Source: an optimization exercise on an open RTL-to-GDS flow (aim: small area). Production flows keep margins and buffers that such runs may drop. In this exercise RTL edits were held to simulation tests only and were not proved equivalent to the original. Power figures rest on the tool's default switching activity, not on a simulated workload. The flow treats the clock pin as an ideal source, which a real chip does not have.

## flow/design.v (module list and top-level ports; edited modules follow where they fit)
// module IKAOPLL_srlatch: 14 lines
// module IKAOPLL_dlatch: 10 lines
// module IKAOPLL_sr: 26 lines
// module IKAOPLL_timinggen: 111 lines
// module IKAOPLL_reg: 315 lines
// module IKAOPLL_rw_synchronizer: 47 lines
// module IKAOPLL_d9reg: 21 lines
// module IKAOPLL_instrom: 226 lines
// module IKAOPLL_lfo: 72 lines
// module IKAOPLL_pg: 166 lines
// module IKAOPLL_eg: 315 lines
// module IKAOPLL_op: 182 lines
// module IKAOPLL_logsinrom: 42 lines
// module IKAOPLL_exprom: 42 lines
// module IKAOPLL_dac: 74 lines
// module IKAOPLL: 245 lines
// module opll_top: 49 lines
module opll_top (
    input   wire                i_CLK,
    input   wire                i_IC_n,
    input   wire                i_ALTPATCH_EN,
    input   wire                i_CS_n,
    input   wire                i_WR_n,
    input   wire                i_A0,
    input   wire        [7:0]   i_D,
    output  wire        [1:0]   o_D,
    output  wire                o_D_OE,
    output  wire                o_DAC_EN_MO,
    output  wire                o_DAC_EN_RO,
    output  wire                o_IMP_NOFLUC_SIGN,
    output  wire        [7:0]   o_IMP_NOFLUC_MAG,
    output  wire signed [9:0]   o_IMP_FLUC_SIGNED_MO,
    output  wire signed [9:0]   o_IMP_FLUC_SIGNED_RO,
    input   wire signed [4:0]   i_ACC_SIGNED_MOVOL,
    input   wire signed [4:0]   i_ACC_SIGNED_ROVOL,
    output  wire                o_ACC_SIGNED_STRB,
    output  wire signed [15:0]  o_ACC_SIGNED
);
  // ...
==> flow/flow/run.sh <==
#!/bin/bash
set -e
export BUFFER_PORTS_ARGS="-buffer_cell sky130_fd_sc_hd__buf_1"
export CTS_ARGS="-sink_clustering_enable -repair_clock_nets -sink_clustering_size 32 -sink_clustering_max_diameter 100 -dont_use_dummy_load"
bash standard.sh > standard.log 2>&1
==> flow/standard.sh <==
#!/bin/bash
# synth_recipe.tcl (not shown) runs the flow's synth.tcl, then flattens the netlist and writes it again
# the make line also repeats each setting of config.mk as NAME=value (left out here)
make -C /OpenROAD-flow-scripts/flow DESIGN_CONFIG=/design/flow/config.mk WORK_HOME=/design/flow/orfs CLKGATE_MAP_FILE= SYNTH_SCRIPT=/design/flow/synth_recipe.tcl "${@:-finish}"
==> flow/config.mk <==
export PLATFORM = sky130hd
export DESIGN_NAME = opll_top
export DESIGN_NICKNAME = opll_top
export VERILOG_FILES = /design/flow/design.v
export SDC_FILE = /design/flow/constraint.sdc
export NUM_CORES = 4
export LEC_CHECK = 0
export ABC_AREA = 1
export CAP_MARGIN = 20
export CORE_MARGIN = 2
export CORE_UTILIZATION = 60
export CTS_CLUSTER_DIAMETER = 100
export CTS_CLUSTER_SIZE = 32
export PLACE_DENSITY = 0.72
export SLEW_MARGIN = 20
==> flow/constraint.sdc <==
create_clock -name core_clock -period 9.0 [get_ports {i_CLK}]
set_input_delay 1.8000 -clock core_clock [delete_from_list [all_inputs] [get_ports {i_CLK}]]
set_output_delay 1.8000 -clock core_clock [all_outputs]
set_load 0.01 [all_outputs]
==> results.py, run 1 <==
metrics = {
    "power": {
        "power_density_nw_per_um2": 403,
        "max-vdd-ir-drop_v": 0.000492,
        "seqPwrFrac": 0.417,
        "comb_power_w": 0.0107,
        "cellInternalPower_w": 0.0138,
        "power_leakage_nw": 25.3,
    },
    "final_layout": {
        "nNetsFinal": 5741,
        "seqCellArea_um2": 34500,
        "diodes": 0,
        "nClkBuffers": 55,
        "drive_gt1_frac": 0.0308,
    },
    "global_route": {
        "top_usage_layer": "met2",
        "grt_overflow_total": 0,
        "grt_pass1_vias": 36075,
    },
    "clock_tree": {
        "hold_buffers": 0,
        "cts_setup_buffers": 0,
        "cts_buffers": 55,
    },
    "sta": {
        "timing.hold.ws_ns": 0.266,
        "hold_viol_final": 0,
        "fin_tns_setup_ns": 0,
    },
    "detailed_routing": {
        "wl_um": 131000,
        "vias": 37574,
        "drt_iter0_drc": 3676,
        "drt_pass1_iterations": 9,
    },
    "setup_path": {
        "worstSetupPathType": "reg2reg",
        "crit_path_end_kind": "flop",
        "ff2ff_path_depth": 33,
        "worst_ep_arrival_time_ns": 7.38,
        "critPathRequiredTime_ns": 9.59,
        "critPathMostFrequentCell": "nand2_1",
    },
    "synthesis": {
        "synth_fa_ha_area_frac": 0.0678,
        "async_reset_ff_frac": 0,
        "synthMuxAreaShare": 0.000181,
        "ys_warn_count": 24,
        "synth_xor_area_frac": 0.0140,
        "synth.distinct_cells": 62,
    },
    "outcome": {
        "status": "timing/DRC/antenna clean",
    },
    "placement": {
        "dp_cells": 6590,
    },
    "hold_path": {
        "min-delay-start": "u_IKAOPLL.u_PG.cur_ser[225]",
        "min_path_type": "reg2reg",
    },
}
==> module IKAOPLL_reg, before the edit <==
module IKAOPLL_reg #(parameter FULLY_SYNCHRONOUS = 1, parameter ALTPATCH_CONFIG_MODE = 0, parameter INSTROM_STYLE = 0) (
    input   wire            i_EMUCLK,  
    input   wire    [3:0]   i_DSEL,  
    input   wire            i_START_ATTACK,
    output  wire            o_START_ATTACK_DLY13,
    input   wire            i_phiM_PCEN_n,
    input   wire            i_RST_n,
    input   wire            i_phi1_PCEN_n,  
    input   wire            i_phi1_NCEN_n,  
    input   wire            i_CS_n,
    input   wire            i_WR_n,
    input   wire            i_A0,
    input   wire    [7:0]   i_D,
    output  wire    [1:0]   o_D,
    output  wire            o_D_OE,
    input   wire            i_ALTPATCH_EN,
    input   wire            i_CYCLE_00, i_CYCLE_12, i_CYCLE_21, i_CYCLE_D3_ZZ, i_CYCLE_D4_ZZ, i_MnC_SEL,
    output  wire    [3:0]   o_TEST,
    output  wire            o_RHYTHM_EN,
    output  wire    [8:0]   o_FNUM,
    output  wire    [2:0]   o_BLOCK,
    output  reg             o_KON,
    output  wire            o_SUSEN,
    output  reg     [5:0]   o_TL,
    output  reg             o_DC, o_DM,
    output  reg     [2:0]   o_FB,
    output  reg             o_AM, o_PM, o_ETYP, o_KSR,
    output  reg     [3:0]   o_MUL,
    output  reg     [1:0]   o_KSL,
    output  wire    [3:0]   o_AR, o_DR, o_RR,
    output  reg     [3:0]   o_SL,
    output  wire            o_EG_ENVCNTR_TEST_DATA,
    input   wire    [9:0]   i_REG_TEST_PHASE,
    input   wire    [6:0]   i_REG_TEST_ATTNLV,
    input   wire    [8:0]   i_REG_TEST_SNDDATA
);
wire            emuclk = i_EMUCLK;
wire            phiMpcen_n = i_phiM_PCEN_n;
wire            phi1pcen_n = i_phi1_PCEN_n;
wire            phi1ncen_n = i_phi1_NCEN_n;
assign  o_D_OE = |{i_CS_n, ~i_WR_n, i_A0, ~i_RST_n};
wire            addrreg_wrrq, datareg_wrrq;
IKAOPLL_rw_synchronizer #(.FULLY_SYNCHRONOUS(FULLY_SYNCHRONOUS)) u_sync_addrreg(
    .i_EMUCLK(emuclk), .i_phiM_PCEN_n(phiMpcen_n), .i_phi1_PCEN_n(phi1pcen_n), .i_phi1_NCEN_n(phi1ncen_n),
    .i_RST_n(i_RST_n), .i_IN(~|{i_CS_n, i_WR_n, i_A0}), .o_OUT(addrreg_wrrq)
);
IKAOPLL_rw_synchronizer #(.FULLY_SYNCHRONOUS(FULLY_SYNCHRONOUS)) u_sync_datareg(
    .i_EMUCLK(emuclk), .i_phiM_PCEN_n(phiMpcen_n), .i_phi1_PCEN_n(phi1pcen_n), .i_phi1_NCEN_n(phi1ncen_n),
    .i_RST_n(i_RST_n), .i_IN(~|{i_CS_n, i_WR_n, ~i_A0}), .o_OUT(datareg_wrrq)
);
wire    [7:0]   dbus_inlatch;
assign  o_EG_ENVCNTR_TEST_DATA = dbus_inlatch[2];
generate
if(FULLY_SYNCHRONOUS == 0) begin : FULLY_SYNCHRONOUS_0_inlatch
wire    [7:0]   dbus_inlatch_temp;
IKAOPLL_dlatch #(.WIDTH(8)) u_dbus_inlatch_temp (
    .i_EN(~|{i_CS_n, i_WR_n, ~i_RST_n}), .i_D(i_D), .o_Q(dbus_inlatch_temp)
);
assign  dbus_inlatch = dbus_inlatch_temp;
end
else begin : FULLY_SYNCHRONOUS_1_inlatch
reg     [7:0]   din_syncchain[0:1];
reg     [1:0]   cs_n_syncchain, wr_n_syncchain;
reg     [7:0]   dbus_inlatch_temp;
wire            cs_n = cs_n_syncchain[1];
wire            wr_n = wr_n_syncchain[1];
wire    [7:0]   din = din_syncchain[1];
always @(posedge emuclk) begin
    din_syncchain[0] <= i_D;
    din_syncchain[1] <= din_syncchain[0];
    cs_n_syncchain[0] <= i_CS_n;
    cs_n_syncchain[1] <= cs_n_syncchain[0];
    wr_n_syncchain[0] <= i_WR_n;
    wr_n_syncchain[1] <= wr_n_syncchain[0];
    if(~|{cs_n, wr_n}) dbus_inlatch_temp <= din;
end
assign  dbus_inlatch = dbus_inlatch_temp;
end
endgenerate
reg             d1reg_addr_hit;
reg     [3:0]   d1reg_addr_lo;
always @(posedge emuclk) if(!phi1ncen_n) if(addrreg_wrrq) begin
    d1reg_addr_hit <= (dbus_inlatch[7:4] == 4'h0) & (~dbus_inlatch[3] | (dbus_inlatch[2] & dbus_inlatch[1]));
    d1reg_addr_lo <= dbus_inlatch[3:0];
end
wire    [8:0]   d1reg_addr = {~d1reg_addr_hit, 4'h0, d1reg_addr_lo};
reg     [1:0]   am_reg, pm_reg, etyp_reg, ksr_reg;
reg     [3:0]   mul_reg[0:1];
reg     [1:0]   ksl_reg[0:1];
reg     [3:0]   ar_reg[0:1];
reg     [3:0]   dr_reg[0:1];
reg     [3:0]   sl_reg[0:1];
reg     [3:0]   rr_reg[0:1];
reg     [5:0]   tl_reg;
reg             dc_reg, dm_reg;
reg     [2:0]   fb_reg;
reg     [3:0]   test_reg;
reg     [5:0]   rhythm_reg;
reg             altpatch_en_reg;
assign  o_TEST = test_reg;
assign  o_RHYTHM_EN = rhythm_reg[5];
wire            d1_we = ~phi1ncen_n & datareg_wrrq;
wire    [7:0]   d1_wd = i_RST_n ? dbus_inlatch : 8'h00;
wire    [9:0]   d1_en;
assign  d1_en[0] = ~i_RST_n | (d1_we & d1reg_addr == 9'h0);
assign  d1_en[1] = ~i_RST_n | (d1_we & d1reg_addr == 9'h1);
assign  d1_en[2] = ~i_RST_n | (d1_we & d1reg_addr == 9'h2);
assign  d1_en[3] = ~i_RST_n | (d1_we & d1reg_addr == 9'h3);
assign  d1_en[4] = ~i_RST_n | (d1_we & d1reg_addr == 9'h4);
assign  d1_en[5] = ~i_RST_n | (d1_we & d1reg_addr == 9'h5);
assign  d1_en[6] = ~i_RST_n | (d1_we & d1reg_addr == 9'h6);
assign  d1_en[7] = ~i_RST_n | (d1_we & d1reg_addr == 9'h7);
assign  d1_en[8] = ~i_RST_n | (d1_we & d1reg_addr == 9'hE);
assign  d1_en[9] = ~i_RST_n | (d1_we & d1reg_addr == 9'hF);
always @(posedge emuclk) begin
    if(d1_en[0]) {am_reg[0], pm_reg[0], etyp_reg[0], ksr_reg[0], mul_reg[0]} <= d1_wd;
    if(d1_en[1]) {am_reg[1], pm_reg[1], etyp_reg[1], ksr_reg[1], mul_reg[1]} <= d1_wd;
    if(d1_en[2]) {ksl_reg[0], tl_reg} <= d1_wd;
    if(d1_en[3]) {ksl_reg[1], dc_reg, dm_reg, fb_reg} <= {d1_wd[7:6], d1_wd[4:0]};
    if(d1_en[4]) {ar_reg[0], dr_reg[0]} <= d1_wd;
    if(d1_en[5]) {ar_reg[1], dr_reg[1]} <= d1_wd;
    if(d1_en[6]) {sl_reg[0], rr_reg[0]} <= d1_wd;
    if(d1_en[7]) {sl_reg[1], rr_reg[1]} <= d1_wd;
    if(d1_en[8]) rhythm_reg <= d1_wd[5:0];
    if(d1_en[9]) test_reg <= d1_wd[3:0];
end
reg     [5:0]   d9reg_addr;
always @(posedge emuclk) if(!phi1ncen_n) if(addrreg_wrrq && dbus_inlatch[7:6] == 2'b00) d9reg_addr <= dbus_inlatch[5:0];
reg             d9reg_en;
always @(posedge emuclk) begin
    if(!i_RST_n) d9reg_en <= 1'b0;
    else begin if(!phi1ncen_n) begin
        if(addrreg_wrrq) d9reg_en <= dbus_inlatch[7:6] == 2'b00;
    end end
end
reg     [7:0]   d9reg_data;
always @(posedge emuclk) begin
    if(!i_RST_n) d9reg_data <= 8'h00;
    else begin if(!phi1ncen_n) begin
        if(d9reg_en && datareg_wrrq) d9reg_data <= dbus_inlatch;
    end end
end
reg     [4:0]   d9reg_addrcntr;
always @(posedge emuclk) if(!phi1ncen_n) begin
    if(i_CYCLE_21) d9reg_addrcntr <= 5'd0;
    else d9reg_addrcntr <= d9reg_addrcntr + 5'd1;
end
reg             d9reg_wrdata_queued_n;  
wire            trace_d9reg_addrcntr = ~|{~i_RST_n, addrreg_wrrq, d9reg_wrdata_queued_n};
always @(posedge emuclk) if(!phi1ncen_n) begin
    d9reg_wrdata_queued_n <= ~(trace_d9reg_addrcntr | (d9reg_en && datareg_wrrq));
end
wire            d9reg_addr_match = ~d9reg_addrcntr[4] & (d9reg_addrcntr[3:0] == d9reg_addr[3:0]) & trace_d9reg_addrcntr;
wire            reg10_18_en = ((d9reg_addr[5:4] == 2'b01) & d9reg_addr_match) | ~i_RST_n;
wire            reg20_28_en = ((d9reg_addr[5:4] == 2'b10) & d9reg_addr_match) | ~i_RST_n;
wire            reg30_38_en = ((d9reg_addr[5:4] == 2'b11) & d9reg_addr_match) | ~i_RST_n;
reg     [215:0] d9_ser;
wire    [5:0]   d9_ser_last = d9_ser[215:210];
assign  o_START_ATTACK_DLY13 = d9_ser[19*6+5];
wire    [23:0]  d9_wdata = i_RST_n ? {d9_ser_last[4], i_START_ATTACK, d9reg_data[7:4], d9reg_data[3:0], d9reg_data[5], d9reg_data[4], d9reg_data[3:1], d9reg_data[0], d9reg_data[7:0]} : 24'd0;
wire    [23:0]  d9_wen   = {2'b11, {8{reg30_38_en}}, {6{reg20_28_en}}, {8{reg10_18_en}}};
wire    [5:0]   d9_wdata_dig = ({6{i_DSEL[0]}} & d9_wdata[5:0])   | ({6{i_DSEL[1]}} & d9_wdata[11:6]) |
                               ({6{i_DSEL[2]}} & d9_wdata[17:12]) | ({6{i_DSEL[3]}} & d9_wdata[23:18]);
wire    [5:0]   d9_wen_dig   = ({6{i_DSEL[0]}} & d9_wen[5:0])     | ({6{i_DSEL[1]}} & d9_wen[11:6]) |
                               ({6{i_DSEL[2]}} & d9_wen[17:12])   | ({6{i_DSEL[3]}} & d9_wen[23:18]);
always @(posedge emuclk) d9_ser <= {d9_ser[209:0], i_RST_n ? ((d9_wen_dig & d9_wdata_dig) | (~d9_wen_dig & d9_ser_last)) : 6'd0};
wire    [23:0]  d9_n_tap2 = {d9_ser[7*6+:6],  d9_ser[8*6+:6],  d9_ser[9*6+:6],  d9_ser[10*6+:6]};
wire    [23:0]  d9_n_tap5 = {d9_ser[19*6+:6], d9_ser[20*6+:6], d9_ser[21*6+:6], d9_ser[22*6+:6]};
wire    [23:0]  d9_n_tap8 = {d9_ser[31*6+:6], d9_ser[32*6+:6], d9_ser[33*6+:6], d9_ser[34*6+:6]};
wire    [23:0]  d9_p_tap2 = {d9_ser[5*6+:6],  d9_ser[6*6+:6],  d9_ser[7*6+:6],  d9_ser[8*6+:6]};
wire    [23:0]  d9_p_tap5 = {d9_ser[17*6+:6], d9_ser[18*6+:6], d9_ser[19*6+:6], d9_ser[20*6+:6]};
wire    [23:0]  d9_p_tap8 = {d9_ser[29*6+:6], d9_ser[30*6+:6], d9_ser[31*6+:6], d9_ser[32*6+:6]};
reg     [23:0]  d9_n_q, d9_p_q;
always @(*) begin
    case({i_CYCLE_D4_ZZ, i_CYCLE_D3_ZZ})
        2'd0: begin d9_n_q = d9_n_tap2; d9_p_q = d9_p_tap2; end
        2'd1: begin d9_n_q = d9_n_tap5; d9_p_q = d9_p_tap5; end
        2'd2: begin d9_n_q = d9_n_tap8; d9_p_q = d9_p_tap8; end
        2'd3: begin d9_n_q = 24'd0;     d9_p_q = 24'd0;     end
    endcase
end
wire            kon_reg;         
wire            kon_reg_p;       
wire    [3:0]   vol_reg, inst_reg;   
assign  o_FNUM[7:0] = d9_n_q[7:0];
assign  o_FNUM[8]   = d9_n_q[8];
assign  o_BLOCK     = d9_n_q[11:9];
assign  kon_reg     = d9_n_q[12];
assign  o_SUSEN     = d9_n_q[13];
assign  kon_reg_p   = d9_p_q[12];
assign  vol_reg     = d9_p_q[17:14];
assign  inst_reg    = d9_p_q[21:18];
reg             cyc13;
always @(posedge i_EMUCLK) if(!phi1ncen_n) cyc13 <= i_CYCLE_12;
wire            perc_proc_d = rhythm_reg[5] & cyc13;
reg     [4:0]   perc_proc;
always @(posedge i_EMUCLK) if(!phi1ncen_n) begin
    perc_proc[0] <= perc_proc_d;
    perc_proc[4:1] <= perc_proc[3:0];
end
wire            am_rom, pm_rom, etyp_rom, ksr_rom;
wire    [3:0]   mul_rom;
wire    [1:0]   ksl_rom;
wire    [3:0]   ar_rom;
wire    [3:0]   dr_rom;
wire    [3:0]   sl_rom;
wire    [3:0]   rr_rom;
wire    [5:0]   tl_rom;
wire            dc_rom, dm_rom;
wire    [2:0]   fb_rom;
IKAOPLL_instrom #(INSTROM_STYLE) u_instrom (
    .i_EMUCLK                   (emuclk                     ),
    .i_phi1_PCEN_n              (phi1pcen_n                 ),
    .i_ALTPATCH_EN              (ALTPATCH_CONFIG_MODE ? altpatch_en_reg : i_ALTPATCH_EN),
    .i_INST_ADDR                (inst_reg                   ),
    .i_BD0_SEL(perc_proc_d), .i_HH_SEL(perc_proc[0]), .i_TT_SEL(perc_proc[1]), .i_BD1_SEL(perc_proc[2]), .i_SD_SEL(perc_proc[3]), .i_TC_SEL(perc_proc[4]), 
    .i_MnC_SEL(i_MnC_SEL),
    .o_TL_ROM(tl_rom), .o_DC_ROM(dc_rom), .o_DM_ROM(dm_rom), .o_FB_ROM(fb_rom),
    .o_AM_ROM(am_rom), .o_PM_ROM(pm_rom), .o_ETYP_ROM(etyp_rom), .o_KSR_ROM(ksr_rom),
    .o_MUL_ROM(mul_rom), .o_KSL_ROM(ksl_rom),
    .o_AR_ROM(ar_rom), .o_DR_ROM(dr_rom), .o_SL_ROM(sl_rom), .o_RR_ROM(rr_rom)
);
always @(*) begin
    o_KON = (rhythm_reg[4] & perc_proc_d) |
            (rhythm_reg[0] & perc_proc[0]) |
            (rhythm_reg[2] & perc_proc[1]) |
            (rhythm_reg[4] & perc_proc[2]) |
            (rhythm_reg[3] & perc_proc[3]) | 
            (rhythm_reg[1] & perc_proc[4]) | 
            kon_reg;
end
wire            kon_p = (rhythm_reg[4] & perc_proc_d) |
                        (rhythm_reg[0] & perc_proc[0]) |
                        (rhythm_reg[2] & perc_proc[1]) |
                        (rhythm_reg[4] & perc_proc[2]) |
                        (rhythm_reg[3] & perc_proc[3]) | 
                        (rhythm_reg[1] & perc_proc[4]) | 
                        kon_reg_p;
wire            cust_inst_sel = ~|{perc_proc_d, perc_proc[0], perc_proc[1], perc_proc[2], perc_proc[3], perc_proc[4]} & inst_reg == 4'h0;
reg             m_nc_sel_z, cust_inst_sel_z;
always @(posedge i_EMUCLK) if(!phi1pcen_n) begin  
    m_nc_sel_z <= i_MnC_SEL;
    cust_inst_sel_z <= cust_inst_sel;
end
wire            reg_mod_oe = cust_inst_sel_z &  m_nc_sel_z;  
wire            reg_car_oe = cust_inst_sel_z & ~m_nc_sel_z;  
wire            fdbk_reg_oe = cust_inst_sel_z;  
wire            vol_latch_oe = ~m_nc_sel_z;  
reg             inst_latch_oe;
always @(posedge i_EMUCLK) if(!phi1pcen_n) inst_latch_oe <= perc_proc[0] | perc_proc[1];
wire            rom_general_oe = ~cust_inst_sel_z;
wire            tl_rom_oe = ~|{inst_latch_oe, reg_mod_oe, vol_latch_oe};
reg     [3:0]   vol_reg_latch, inst_reg_latch;
always @(posedge i_EMUCLK) if(!phi1pcen_n) vol_reg_latch <= vol_reg;
always @(posedge i_EMUCLK) if(!phi1pcen_n) inst_reg_latch <= inst_reg;
reg             kon_z;
always @(posedge i_EMUCLK) if(!phi1pcen_n) begin
    kon_z <= kon_p;
end
wire            force_egparam_zero = ~inst_latch_oe & m_nc_sel_z & ~kon_z;
reg     [3:0]   ar_muxed, dr_muxed, rr_muxed;
assign  o_AR = force_egparam_zero ? 4'd0 : ar_muxed;
assign  o_DR = force_egparam_zero ? 4'd0 : dr_muxed;
assign  o_RR = force_egparam_zero ? 4'd0 : rr_muxed;
always @(*) begin
    case({tl_rom_oe, reg_mod_oe, vol_latch_oe, inst_latch_oe})
        4'b1000: o_TL = tl_rom;
        4'b0100: o_TL = tl_reg;
        4'b0010: o_TL = {vol_reg_latch, 2'b00};
        4'b0001: o_TL = {inst_reg_latch, 2'b00};
        default: o_TL = {6{1'b0}};
    endcase
    case({rom_general_oe, fdbk_reg_oe})
        2'b10:   begin o_DC = dc_rom; o_DM = dm_rom; o_FB = fb_rom; end
        2'b01:   begin o_DC = dc_reg; o_DM = dm_reg; o_FB = fb_reg; end
        default: begin o_DC = 1'b0; o_DM = 1'b0; o_FB = {3{1'b0}}; end
    endcase
    case({rom_general_oe, reg_mod_oe, reg_car_oe})
        3'b100: begin
            o_AM = am_rom; o_PM = pm_rom; o_ETYP = etyp_rom; o_KSR = ksr_rom;
            o_MUL = mul_rom;
            o_KSL = ksl_rom;
            ar_muxed = ar_rom; dr_muxed = dr_rom; rr_muxed = rr_rom; o_SL = sl_rom; 
        end
        3'b010: begin
            o_AM = am_reg[0]; o_PM = pm_reg[0]; o_ETYP = etyp_reg[0]; o_KSR = ksr_reg[0];
            o_MUL = mul_reg[0];
            o_KSL = ksl_reg[0];
            ar_muxed = ar_reg[0]; dr_muxed = dr_reg[0]; rr_muxed = rr_reg[0]; o_SL = sl_reg[0]; 
        end
        3'b001: begin
            o_AM = am_reg[1]; o_PM = pm_reg[1]; o_ETYP = etyp_reg[1]; o_KSR = ksr_reg[1];
            o_MUL = mul_reg[1];
            o_KSL = ksl_reg[1];
            ar_muxed = ar_reg[1]; dr_muxed = dr_reg[1]; rr_muxed = rr_reg[1]; o_SL = sl_reg[1]; 
        end
        default: begin
            o_AM = 1'b0; o_PM = 1'b0; o_ETYP = 1'b0; o_KSR = 1'b0;
            o_MUL = {4{1'b0}};
            o_KSL = {2{1'b0}};
            ar_muxed = {4{1'b0}}; dr_muxed = {4{1'b0}}; rr_muxed = {4{1'b0}}; o_SL = {4{1'b0}}; 
        end
    endcase
end
reg     [16:0]  d0_testreg;
reg     [8:0]   d1_testreg;
assign  o_D[0] = d0_testreg[0];
assign  o_D[1] = d1_testreg[8];
always @(posedge emuclk) if(!phi1ncen_n) begin
    if(i_CYCLE_00) d0_testreg <= {i_REG_TEST_ATTNLV, i_REG_TEST_PHASE};
    else d0_testreg <= d0_testreg >> 1;
    if(i_CYCLE_00) d1_testreg <= i_REG_TEST_SNDDATA;
    else d1_testreg <= d1_testreg << 1;
end
endmodule
==> run 2, diff against run 1 <==
--- a/flow/design.v
+++ b/flow/design.v
@@ -412,7 +412,6 @@
 wire            rom_general_oe = ~cust_inst_sel_z;
 wire            tl_rom_oe = ~|{inst_latch_oe, reg_mod_oe, vol_latch_oe};
-reg     [3:0]   vol_reg_latch, inst_reg_latch;
-always @(posedge i_EMUCLK) if(!phi1pcen_n) vol_reg_latch <= vol_reg;
-always @(posedge i_EMUCLK) if(!phi1pcen_n) inst_reg_latch <= inst_reg;
+wire    [3:0]   vol_reg_latch  = d9_n_q[17:14];
+wire    [3:0]   inst_reg_latch = d9_n_q[21:18];
 reg             kon_z;
 always @(posedge i_EMUCLK) if(!phi1pcen_n) begin
==> results.py, run 2 <==
metrics = {
    "final_layout": {
        "largest_registers": "u_IKAOPLL.u_PG.cur_ser x366, u_IKAOPLL.u_REG.d9_ser x216, u_IKAOPLL.u_EG.att_ser x142",
        "fin_cells": 6627,
        "seqCellArea_um2": 34300,
        "syn_to_final_growth_pct": 5.36,
        "final_cell_mix": "1055 x nand2_1, 1014 x dfxtp_1, 575 x inv_1",
        "largest_register_ff_count": 366,
        "drive_gt1_frac": 0.0323,
        "mostFrequentLayoutCell": "nand2_1",
        "multiInputGateArea_um2": 17900,
        "largest-register": "u_IKAOPLL.u_PG.cur_ser",
        "fill_cells": 7120,
        "nNetsFinal": 5730,
        "fin_util": 0.640,
    },
    "global_route": {
        "grtUsageTotal": 0.283,
        "met3_usage": 0.0336,
        "grt_max_degree": 105,
        "grt_pass1_wl_um": 207000,
        "top_usage_layer": "met2",
        "grt_antenna_before_repair": 3,
        "grt_overflow_total": 0,
        "grt_use_met2": 0.470,
        "grt_pass1_vias": 36393,
        "grtUsageMet1": 0.386,
    },
    "detailed_routing": {
        "drt_pass1_iterations": 6,
        "wl_um": 133000,
        "drtAntennaViolNets": 0,
        "via_per_inst": 5.68,
        "drc": 0,
        "wl_per_cell_um": 20.1,
        "drt_iter0_drc": 3692,
        "vias": 37635,
    },
    "synthesis": {
        "syn_inst": 5404,
        "synth.area.top_cells": "dfxtp_1 37%, edfxtp_1 25%, nand2_1 7.2%",
        "seq_area_frac_synth": 0.624,
        "synth-main-ff-cell": "dfxtp_1",
        "synthesis.nets": 5682,
        "ys_warn_count": 24,
        "yosys_register_bits": 1480,
        "synth_commonest_cells": "1055 x nand2_1, 1015 x dfxtp_1, 576 x inv_1",
        "synth.distinct_cells": 65,
        "synth_edf_count": 465,
        "async_reset_ff_frac": 0,
        "yosysTopAreaCell": "dfxtp_1",
        "yosysMostFrequentCell": "nand2_1",
        "synthesis.area_um2": 54900,
        "yosysTopAreaCellShare": 0.370,
        "synth_area_per_cell_um2": 10.2,
    },
    "clock_tree": {
        "root_buffer": "clkbuf_16",
        "cts_buffers": 56,
        "hold_buffers": 0,
        "cts_resized": 0,
        "clock_sinks": 1480,
        "cts_setup_buffers": 0,
        "cts_tree": "done",
        "path_clk_slew_ns": 0.11,
        "clockBufferDepth": 3,
        "htree_num_levels": 2,
        "clk_latency_ns": 0.73,
    },
    "power": {
        "total_power_w": 0.0234,
        "switching_share": 0.411,
        "seqPwrFrac": 0.423,
        "max-vdd-ir-drop_v": 0.000519,
        "cellInternalPower_w": 0.0138,
        "pwr-share-clk": 0.126,
        "power_density_nw_per_um2": 404,
        "power_leakage_nw": 25.2,
        "pwr-share-comb": 0.451,
        "p_sw_w": 0.00963,
    },
    "die": {
        "fp-row-count": 110,
        "die_y_um": 307,
        "start_util": 0.607,
        "io_pins": 75,
        "coreArea_um2": 90400,
        "die_width_um": 307,
        "die-area_um2": 94000,
    },
    "setup_path": {
        "crit_slowest_cell": "fa_1",
        "worstSetupPathType": "reg2reg",
        "crit_path_end_kind": "flop",
        "ff2ff_path_depth": 36,
        "path_max_fanout": 8,
        "max_stage_delay_ns": 0.54,
        "worst_ep_arrival_time_ns": 7.54,
        "regToRegSetupSlack_ns": 1.99,
        "crit_path_start_kind": "flop",
        "r2r_end": "u_IKAOPLL.u_PG.cur_ser[4]",
        "regToRegStartpoint": "u_IKAOPLL.u_PG.cyc0r_pm",
        "critPathRequiredTime_ns": 9.53,
        "critPathMostFrequentCell": "nand2_1",
    },
    "hold_path": {
        "min-delay-start": "u_IKAOPLL.u_OP.op_z_ser[1]",
        "hold_end": "u_IKAOPLL.u_OP.op_z_ser[4]",
        "min_path_cells": 0,
        "min_path_type": "reg2reg",
    },
    "placement": {
        "gp_congestion": 1.02,
        "hpwl_um": 97400,
        "io_buffers": 74,
        "dp_cells": 6570,
    },
    "sta": {
        "min_period_over_period": 0.779,
        "timing.hold.ws_ns": 0.272,
        "tightestPinTransition_ns": 1.08,
        "hold_viol_final": 0,
        "slew_headroom": 0.281,
        "rsz0062_at_grt": "false",
        "setup_viol": 0,
        "fin_worst_skew_ns": 0.103,
        "fin_tns_setup_ns": 0,
        "min_period_ns": 7.01,
        "fmax_mhz": 143,
        "drv_slew": 0,
    },
    "run": {
        "maxCapViolations": 0,
    },
    "outcome": {
        "status": "timing/DRC/antenna clean",
    },
}
==> run 2: routing by layer <==
layer  up-vias  part of all wire
met1     17797              0.43
met3       313             0.066
met4         2             0.039
li1      17973                 -
met2      1550              0.47
met5         -          0.000097
==> run 2: per-stage QoR <==
step,cell area [um^2],setup WS (ns)
2_1_floorplan,54900,1.12
3_3_place_gp,56500,2.17
3_5_place_dp,56500,2.09
4_1_cts,57900,2.02
5_1_grt,57900,1.32
6_report,57900,1.99
==> run 2: worst max-delay path: cells and delay by family, from the launching register on <==
family          cells  cell delay [ns]
compound gates      6             0.94
flops               1             0.44
fa+ha+maj           8             3.22
xor+xnor            1             0.14
simple gates       15             1.52
buf+inv             6             0.57
==> run 2: cell families (layout without fill, tap and decap cells) <==
logic type,Yosys count,count (layout),synth area share
simple gates,2098,2098,0.163
other cells,0,1,0
flops,1480,1480,0.624
buf+inv,721,767,0.0507
mux,2,2,0.000365
compound gates,758,758,0.0792
xor+xnor,91,91,0.0145
fa+ha+maj,254,254,0.0681
==> run 2: how the worst max path moves through the flow <==
stage | from | to | slack [ns] | cells past startpoint
after CTS | u_IKAOPLL.u_PG.cyc0r_pm | u_IKAOPLL.u_PG.cur_ser[4] | 2.02 | 36
after floorplan | u_IKAOPLL.u_TIMINGGEN.ic_n_negedge | u_IKAOPLL.u_PG.noise_lfsr[11] | 1.12 | 5
after global placement | u_IKAOPLL.u_PG.cyc0r_pm | u_IKAOPLL.u_PG.cur_ser[4] | 2.17 | 36
after global routing | u_IKAOPLL.u_PG.cyc0r_pm | u_IKAOPLL.u_PG.cur_ser[4] | 1.32 | 36
after detailed placement | u_IKAOPLL.u_PG.cyc0r_pm | u_IKAOPLL.u_PG.cur_ser[4] | 2.09 | 36
final | u_IKAOPLL.u_PG.cyc0r_pm | u_IKAOPLL.u_PG.cur_ser[4] | 1.99 | 36
==> run 2: power by group through the flow <==
| stage | clock network, W | registers (W) | logic (W) |
|---|---|---|---|
| after floorplan | 0 | 0.00959 | 0.00777 |
| after global placement | 0 | 0.00995 | 0.0103 |
| after detailed placement | 0 | 0.0100 | 0.0103 |
| after CTS | 0.00303 | 0.00991 | 0.0104 |
| after global routing | 0.00323 | 0.0100 | 0.0120 |
| final | 0.00296 | 0.00989 | 0.0105 |
==> run 2: cell type report <==
cell class,count,area share
Tap cell,1176,0.0254
Clock buffer,56,0.0242
Sequential cell,1480,0.592
Multi-Input combinational cell,3203,0.309
Antenna cell,1,0.0000432
Inverter,600,0.0391
Timing Repair Buffer,111,0.00960
==> run 3, diff against run 2 <==
==> flow/flow/run.sh (replaced) <==
#!/bin/bash
set -e
export BUFFER_PORTS_ARGS="-buffer_cell sky130_fd_sc_hd__buf_1"
export CTS_ARGS="-sink_clustering_enable -repair_clock_nets -sink_clustering_size 28 -sink_clustering_max_diameter 100 -dont_use_dummy_load"
bash standard.sh > standard.log 2>&1
--- a/flow/config.mk
+++ b/flow/config.mk
@@ -11,5 +11,5 @@
 export CORE_UTILIZATION = 60
 export CTS_CLUSTER_DIAMETER = 100
-export CTS_CLUSTER_SIZE = 32
+export CTS_CLUSTER_SIZE = 28
 export PLACE_DENSITY = 0.72
 export SLEW_MARGIN = 20
==> results.py, run 3 <==
metrics = {
    "run": {
        "maxCapViolations": 0,
    },
    "sta": {
        "min_period_ns": 6.96,
        "fin_tns_setup_ns": 0,
        "hold_viol_final": 0,
        "min_period_over_period": 0.773,
        "slew_headroom": 0.275,
        "drv_slew": 0,
        "setup_viol": 0,
        "fin_worst_skew_ns": 0.0868,
        "rsz0062_at_grt": "false",
        "fmax_mhz": 144,
        "tightestPinTransition_ns": 1.09,
    },
    "setup_path": {
        "ff2ff_path_depth": 36,
        "crit_path_start": "u_IKAOPLL.u_LFO.pm_cntr[2]",
        "worst_ep_arrival_time_ns": 7.47,
        "r2r_end": "u_IKAOPLL.u_PG.mul_carry[3]",
        "path_max_fanout": 8,
        "worstSetupPathType": "reg2reg",
        "critPathMostFrequentCell": "nand2_1",
        "cpLargestDelayFamily": "adder cells",
        "crit_path_start_kind": "flop",
        "critPathRequiredTime_ns": 9.51,
        "crit_buf_inv": 5,
        "path_depth": 36,
        "crit_slowest_cell": "fa_1",
        "crit_end": "u_IKAOPLL.u_PG.mul_carry[3]",
        "regToRegStartpoint": "u_IKAOPLL.u_LFO.pm_cntr[2]",
        "regToRegSetupSlack_ns": 2.04,
        "max_stage_delay_ns": 0.54,
        "crit_path_end_kind": "flop",
    },
    "synthesis": {
        "synthMuxAreaShare": 0.000364,
        "synth_xor_area_frac": 0.0145,
        "synth_area_per_cell_um2": 10.2,
        "ys_warn_count": 24,
        "synth_commonest_cells": "1055 x nand2_1, 1015 x dfxtp_1, 576 x inv_1",
        "yosysTopAreaCell": "dfxtp_1",
        "synthesis.nets": 5682,
        "synth.area.top_cells": "dfxtp_1 37%, edfxtp_1 25%, nand2_1 7.2%",
        "synth_fa_ha_area_frac": 0.0681,
        "synth-main-ff-cell": "dfxtp_1",
        "synthesis.area_um2": 54900,
        "synth_edf_count": 465,
        "synth.distinct_cells": 65,
        "yosysMostFrequentCell": "nand2_1",
        "synth_compound_area_frac": 0.0792,
        "yosysTopAreaCellShare": 0.370,
        "async_reset_ff_frac": 0,
        "yosys.area_share.simple": 0.163,
        "yosys_register_bits": 1480,
        "syn_inst": 5404,
        "seq_area_frac_synth": 0.624,
        "synth_top_family_by_area": "simple AND/OR/NAND/NOR gates",
    },
    "power": {
        "pwr-share-comb": 0.446,
        "switching_share": 0.409,
        "pwr-share-clk": 0.136,
        "power_density_nw_per_um2": 407,
        "power_leakage_nw": 25.4,
        "max-vdd-ir-drop_v": 0.000534,
        "seqPwrFrac": 0.418,
        "cellInternalPower_w": 0.0140,
        "p_sw_w": 0.00969,
    },
    "detailed_routing": {
        "drtAntennaViolNets": 0,
        "wl_per_cell_um": 20.2,
        "drc": 0,
        "wl_um": 134000,
        "via_per_inst": 5.69,
        "vias": 37758,
        "drt_pass1_iterations": 8,
        "drt_iter0_drc": 3676,
    },
    "clock_tree": {
        "root_buffer": "clkbuf_16",
        "cts_resized": 0,
        "hold_buffers": 0,
        "cts_setup_buffers": 0,
        "htree_num_levels": 3,
        "clockBufferDepth": 3,
        "cts_buffers": 66,
        "clock_sinks": 1480,
        "path_clk_slew_ns": 0.10,
        "clk_latency_ns": 0.67,
        "cts_tree": "done",
    },
    "outcome": {
        "status": "timing/DRC/antenna clean",
    },
    "die": {
        "die_width_um": 307,
        "io_pins": 75,
        "die-area_um2": 94000,
        "start_util": 0.607,
        "fp-row-count": 110,
        "die_y_um": 307,
        "coreArea_um2": 90400,
    },
    "hold_path": {
        "min_path_type": "reg2reg",
    },
    "placement": {
        "io_buffers": 74,
        "gp_congestion": 1.02,
        "dpl_cell_area_um2": 56500,
        "hpwl_um": 97400,
    },
    "final_layout": {
        "largest_registers": "u_IKAOPLL.u_PG.cur_ser x366, u_IKAOPLL.u_REG.d9_ser x216, u_IKAOPLL.u_EG.att_ser x142",
        "largest_register_ff_count": 366,
        "mostFrequentLayoutCell": "nand2_1",
        "largest-register": "u_IKAOPLL.u_PG.cur_ser",
        "nNetsFinal": 5740,
        "drive_gt1_frac": 0.0341,
        "final_cell_mix": "1055 x nand2_1, 1014 x dfxtp_1, 575 x inv_1",
        "stdcell_area_um2": 58100,
        "syn_to_final_growth_pct": 5.82,
    },
    "global_route": {
        "grt_pass1_wl_um": 209000,
        "grt_overflow_total": 0,
        "grtUsageTotal": 0.286,
        "grt_max_degree": 105,
        "grt_antenna_before_repair": 4,
        "grt_pass1_vias": 36839,
    },
}
## run 3: cell counts after synthesis
No cell type changed its count.
## run 3: cells by family after synthesis
family	count (synthesis)
buf+inv	721
flops	1480
mux	2
xor+xnor	91
compound gates	758
simple gates	2098
fa+ha+maj	254
## run 3: routing by layer
layer,wire length [um],global-route usage
met1,57000,0.385
met2,62700,0.474
met3,9160,0.0420
met4,5520,0.107
met5,16,0
## run 3: layout make-up
cell class,instances,area [um^2]
flip-flops and latches,1480,34300
fillers,7090,32300
multi-input cells,3203,17900
inverters,600,2260
clock buffers,66,1650
well taps,1176,1470
repair buffers,111,556
diodes,2,5.00
## run 3: how the worst min path moves through the flow
stage / from / slack, ns / end / cells past startpoint
final: u_IKAOPLL.u_PG.cur_ser[186] / 0.29 / u_IKAOPLL.u_PG.cur_ser[191] / 0
after global routing: u_IKAOPLL.u_PG.cur_ser[186] / 0.29 / u_IKAOPLL.u_PG.cur_ser[191] / 0
after floorplan: u_IKAOPLL.u_EG.att_ser[98] / 0.31 / u_IKAOPLL.u_EG.att_ser[100] / 0
after global placement: u_IKAOPLL.u_REG.d9_ser[38] / 0.31 / u_IKAOPLL.u_REG.d9_ser[44] / 0
after detailed placement: u_IKAOPLL.u_PG.cur_ser[141] / 0.31 / u_IKAOPLL.u_PG.cur_ser[146] / 0
after CTS: u_IKAOPLL.u_PG.cur_ser[186] / 0.29 / u_IKAOPLL.u_PG.cur_ser[191] / 0
## run 3: worst register-to-register path, delay by kind of cell, from the launching register on
family                     cells  cell delay (ns)
buffers and inverters          5             0.52
DFF                            1             0.42
AOI/OAI and AO/OA              9             1.44
adders and majority gates      7             2.92
and+or+nand+nor               15             1.50
## run 3: power by group through the flow
stage	Sequential (W)	Clock, W	Combinational (W)
final	0.00990	0.00321	0.0106
after global routing	0.0101	0.00350	0.0120
after CTS	0.00992	0.00329	0.0104
after detailed placement	0.0100	0	0.0103
after global placement	0.00995	0	0.0103
after floorplan	0.00959	0	0.00777
## run 3: through the flow
| stage | std cells | util | worst slack (ns) | hold slack [ns] | power [W] |
|---|---|---|---|---|---|
| 3_3_place_gp | 6570 | 0.624 | 2.17 | 0.310 | 0.0202 |
| 4_1_cts | 6636 | 0.643 | 2.06 | 0.294 | 0.0236 |
| 2_1_floorplan | 5404 | - | 1.12 | 0.310 | 0.0174 |
| 3_5_place_dp | 6570 | 0.624 | 2.09 | 0.312 | 0.0203 |
| 5_1_grt | 6636 | 0.643 | 1.37 | 0.291 | 0.0255 |
| 6_report | 6638 | 0.643 | 2.04 | 0.291 | 0.0237 |

[afterwards: timing with drivers on the ports]
The results above use ideal ports. As a check the final layouts listed here were re-extracted and re-timed, cells and wires unchanged.
Step 1 sets driving cells, clkbuf_16 on the clock port and buf_2 on the other inputs (assumed; they add their load-dependent delay and slew).
Step 2 moves the port delays by t, midway between the first and last clock arrival at a register: inputs arrive t later, outputs are due t later. That takes back most of the time a late clock gives input paths.
a / b / c = ideal / step 1 / step 2; a / b = the first two.
run | t (ns) | slack for setup (ns) | worst slew at a driven data input, ns | pins driven straight from the clock port
run 1 | 0.725 | 2.212 / 2.212 / 2.212 | 0.04 | 1
run 2 | 0.741 | 1.990 / 1.990 / 1.990 | 0.05 | 1
run 3 | 0.691 | 2.040 / 2.040 / 2.040 | 0.05 | 1
After both steps setup and hold are still met in every run listed.
